From an optimization exercise on the open Yosys and OpenROAD flow, aimed at small area, a short achievable clock period and few clock cycles per item; shortcuts taken in it are not production practice.
Only simulation tests tie the RTL to the original design; equivalence was not proved.
No activity file was given, so power comes from the tool's default toggle rates.

## the reference run
==> module alu, before the edit <==
module alu(
    clk,
    reset,
    inA,
    inB,
    opcode,
    result,
    extra_result,
    PStart,
    PDone
    );
    input              clk, reset;
    input      [31:0]  inA, inB;
    input      [2:0]   opcode;
    output     [31:0]  result, extra_result;
    input              PStart;
    output reg         PDone;
    localparam ADD = 3'd0, SUB = 3'd1, OR = 3'd2, AND = 3'd3,
               NOT = 3'd4, MUL = 3'd5, SLL = 3'd6, SRL = 3'd7;
    reg  [2:0]  cnt;         
    reg  [5:0]  bctl;        
    reg  [33:0] acc;         
    reg  [31:0] lo;          
    assign result       = lo;
    assign extra_result = acc[31:0];
    wire first  = (cnt == 3'd0);
    wire is_mul = (opcode == MUL);
    wire sub    = (opcode == SUB);
    function [5:0] booth2;
        input [4:0] w;
        begin
            booth2[0] = w[1] ^ w[0];
            booth2[1] = (w[2] & ~w[1] & ~w[0]) | (~w[2] & w[1] & w[0]);
            booth2[2] = w[2];
            booth2[3] = w[3] ^ w[2];
            booth2[4] = (w[4] & ~w[3] & ~w[2]) | (~w[4] & w[3] & w[2]);
            booth2[5] = w[4];
        end
    endfunction
    wire [32:0] bx = {1'b0, inB[31:1], 1'b0};
    wire [2:0]  cnt_n = cnt + 3'd1;
    always @(posedge clk or posedge reset) begin
        if (reset) begin
            cnt   <= 3'd0;
            PDone <= 1'b0;
        end else begin
            cnt   <= PStart ? cnt_n : 3'd0;
            PDone <= PStart & (~is_mul | (cnt == 3'd7));
        end
    end
    always @(posedge clk)
        bctl <= booth2(bx[{cnt_n, 2'b00} +: 5]);
    wire [5:0] bc = ~is_mul ? 6'd0 : first ? booth2({inB[4:1], 1'b0}) : bctl;
    wire one0 = bc[0], two0 = bc[1], n0 = bc[2];
    wire one1 = bc[3], two1 = bc[4], n1 = bc[5];
    wire neg0 = is_mul ? n0 : sub;
    wire [37:0] a1 = {5'd0, inA, 1'b0};
    wire [37:0] a2 = {4'd0, inA, 2'b0};
    wire [37:0] bb = {6'd0, inB & {32{~is_mul}}};
    wire [37:0] q0 = (({38{one0}} & a1) | ({38{two0}} & a2) | bb) ^ {38{neg0}};
    wire [34:0] s1 = ({35{one1}} & {3'd0, inA}) | ({35{two1}} & {2'd0, inA, 1'b0});
    wire [37:0] q1 = {s1[34:0] ^ {35{n1}}, {3{n1}}};
    wire [37:0] f  = ~is_mul ? {6'd0, inA} :
                     first   ? {6'd0, inA & {32{inB[0]}}} : {{4{acc[33]}}, acc};
    wire [37:0] cs = f ^ q0 ^ q1;
    wire [37:0] cc = (f & q0) | (f & q1) | (q0 & q1);
    wire [38:0] tt = {cs, 1'b1} + {cc[36:0], neg0, n1};
    wire [37:0] t  = tt[38:1];
    wire [4:0]  sh  = inB[4:0];
    wire        srl = opcode[0];
    wire [4:0]  rot_amt = srl ? (5'd0 - sh) : sh;
    wire [31:0] r0 = rot_amt[0] ? {inA[30:0], inA[31]}    : inA;
    wire [31:0] r1 = rot_amt[1] ? {r0[29:0], r0[31:30]}  : r0;
    wire [31:0] r2 = rot_amt[2] ? {r1[27:0], r1[31:28]}  : r1;
    wire [31:0] r3 = rot_amt[3] ? {r2[23:0], r2[31:24]}  : r2;
    wire [31:0] rot = rot_amt[4] ? {r3[15:0], r3[31:16]} : r3;
    wire [31:0] mask_l = 32'hffffffff << sh;
    wire [31:0] mask_r = 32'hffffffff >> sh;
    reg [31:0] nlo;
    reg [33:0] nacc;
    always @* begin
        case (opcode)
            ADD: begin nlo = t[31:0];        nacc = {33'd0, t[32]};   end
            SUB: begin nlo = t[31:0];        nacc = {34{t[32]}};      end
            OR:  begin nlo = cs[31:0] | cc[31:0]; nacc = 34'd0;       end
            AND: begin nlo = cc[31:0];       nacc = 34'd0;            end
            NOT: begin nlo = ~inA;           nacc = {34{1'b1}};       end
            MUL: begin nlo = {t[3:0], lo[31:4]}; nacc = t[37:4];      end
            SLL: begin nlo = rot & mask_l;   nacc = {2'b00, rot & ~mask_l}; end
            default: begin nlo = rot & mask_r; nacc = 34'd0;          end
        endcase
    end
    always @(posedge clk) begin
        lo  <= nlo;
        acc <= nacc;
    end
endmodule
export LEC_CHECK = 0
export ABC_AREA = 1
export CAP_MARGIN = 20
export CORE_MARGIN = 2
export CORE_UTILIZATION = 40
export PLACE_DENSITY = 0.6
export SLEW_MARGIN = 20
create_clock -name core_clock -period 16.0 [get_ports {clk}]
run.sh (not shown) runs the stock make flow with config.mk's settings and CLKGATE_MAP_FILE= SYNTH_SCRIPT=/design/flow/synth_recipe.tcl, a recipe that flattens the netlist after the stock synthesis.
Testbench counts of the reference run, summed over its fixed seeds: cycles 18,703, ops 4,800.
Inputs modified between the reference run and the trial run:
diff --git a/flow/design.v b/flow/design.v
--- a/flow/design.v
+++ b/flow/design.v
@@ -21,10 +21,17 @@
     reg  [2:0]  cnt;         
     reg  [5:0]  bctl;        
-    reg  [33:0] acc;         
-    reg  [31:0] lo;          
-    assign result       = lo;
-    assign extra_result = acc[31:0];
+    reg  [37:0] xr, yr;      
+    reg         cr;          
+    reg  [31:0] lor;         
+    reg         mul_r, sll_r, sx_r;
+    wire [38:0] zz = {xr, 1'b1} + {yr, cr};
+    wire [37:0] z  = zz[38:1];
+    assign result       = mul_r ? {z[3:0], lor[31:4]} : z[31:0];
+    assign extra_result = mul_r ? z[35:4] :
+                          sll_r ? lor :
+                          sx_r  ? {32{z[32]}} : {31'd0, z[32]};
     wire first  = (cnt == 3'd0);
     wire is_mul = (opcode == MUL);
+    wire is_add = (opcode == ADD) | (opcode == SUB);
     wire sub    = (opcode == SUB);
     function [5:0] booth2;
@@ -61,11 +68,9 @@
     wire [37:0] q0 = (({38{one0}} & a1) | ({38{two0}} & a2) | bb) ^ {38{neg0}};
     wire [34:0] s1 = ({35{one1}} & {3'd0, inA}) | ({35{two1}} & {2'd0, inA, 1'b0});
-    wire [37:0] q1 = {s1[34:0] ^ {35{n1}}, {3{n1}}};
+    wire [37:0] q1 = {s1 ^ {35{n1}}, {3{n1}}};
     wire [37:0] f  = ~is_mul ? {6'd0, inA} :
-                     first   ? {6'd0, inA & {32{inB[0]}}} : {{4{acc[33]}}, acc};
+                     first   ? {6'd0, inA & {32{inB[0]}}} : {{4{z[37]}}, z[37:4]};
     wire [37:0] cs = f ^ q0 ^ q1;
     wire [37:0] cc = (f & q0) | (f & q1) | (q0 & q1);
-    wire [38:0] tt = {cs, 1'b1} + {cc[36:0], neg0, n1};
-    wire [37:0] t  = tt[38:1];
     wire [4:0]  sh  = inB[4:0];
     wire        srl = opcode[0];
@@ -78,21 +83,23 @@
     wire [31:0] mask_l = 32'hffffffff << sh;
     wire [31:0] mask_r = 32'hffffffff >> sh;
-    reg [31:0] nlo;
-    reg [33:0] nacc;
+    reg [37:0] nx;
     always @* begin
         case (opcode)
-            ADD: begin nlo = t[31:0];        nacc = {33'd0, t[32]};   end
-            SUB: begin nlo = t[31:0];        nacc = {34{t[32]}};      end
-            OR:  begin nlo = cs[31:0] | cc[31:0]; nacc = 34'd0;       end
-            AND: begin nlo = cc[31:0];       nacc = 34'd0;            end
-            NOT: begin nlo = ~inA;           nacc = {34{1'b1}};       end
-            MUL: begin nlo = {t[3:0], lo[31:4]}; nacc = t[37:4];      end
-            SLL: begin nlo = rot & mask_l;   nacc = {2'b00, rot & ~mask_l}; end
-            default: begin nlo = rot & mask_r; nacc = 34'd0;          end
+            OR:      nx = {6'd0, inA | inB};
+            AND:     nx = {6'd0, inA & inB};
+            NOT:     nx = ~{6'd0, inA};
+            SLL:     nx = {6'd0, rot & mask_l};
+            SRL:     nx = {6'd0, rot & mask_r};
+            default: nx = cs;
         endcase
     end
     always @(posedge clk) begin
-        lo  <= nlo;
-        acc <= nacc;
+        xr    <= nx;
+        yr    <= (is_mul | is_add) ? {cc[36:0], neg0} : 38'd0;
+        cr    <= is_mul & n1;
+        lor   <= is_mul ? {z[3:0], lor[31:4]} : (rot & ~mask_l);
+        mul_r <= is_mul;
+        sll_r <= (opcode == SLL);
+        sx_r  <= sub | (opcode == NOT);
     end
 endmodule
### Flow results
Status | the reference run and the trial run | clean. Compared to the reference run, the trial run reaches a higher achievable clock. Changes observed in the trial run relative to the reference run: area of the core +16%; placement-stage worst setup slack +2.06 ns; area of the mapped netlist +16%. In terms of effective utilization at floorplan, the reference run and the trial run differ only marginally. Across both runs, count of filler cells inserted in the layout was higher for the trial run than for the reference run. Sort the reference run and the trial run by footprint of the multi-input gates, descending, and the trial run comes first. Routability congestion estimate from global placement sits higher in the trial run than in the reference run. Relative to the reference run, cell count has gone up in the trial run. After detailed routing, the reference run needs less wire than the trial run. On the trial run: smallest setup slack after layout is 2.21 ns higher than what the reference run gave. When the trial run is measured against the reference run, its total power turns out 2.6% higher. NOTE synthesis-stage register bit count the reference run->the trial run increased by more than half.
Testbench counts of the trial run, summed over its fixed seeds: cycles 18,703, ops 4,800.

-- re-timing with driven ports --
How much do the figures lean on ideal ports? The routed layouts below were timed once more, with nothing changed but the port constraints.
Step 1 assumes that a clkbuf_16 drives the clock port and a buf_2 every other input.
Step 2, shift: input delay + t, output delay - t, t = (earliest + latest rising clock arrival at the registers) / 2. This alone moves slack from input paths to output paths.
Three values: no drivers, after step 1, after step 2; two values: the first two.
run	t, ns	setup WS [ns]	worst hold slack (ns)	worst data-port slew with drivers (ns)	pins driven straight from the clock port
the reference run	0.409	6.504 / 6.526 / 6.117	0.514 / 0.514 / 0.514	0.06	1
the trial run	0.481	8.710 / 8.742 / 8.261	0.476 / 0.476 / 0.476	0.06	1
After both steps setup and hold are still met in every run listed. The setup slack of the trial run, which loses most, moves by +0.032 ns with the drivers and by -0.449 ns with both steps.
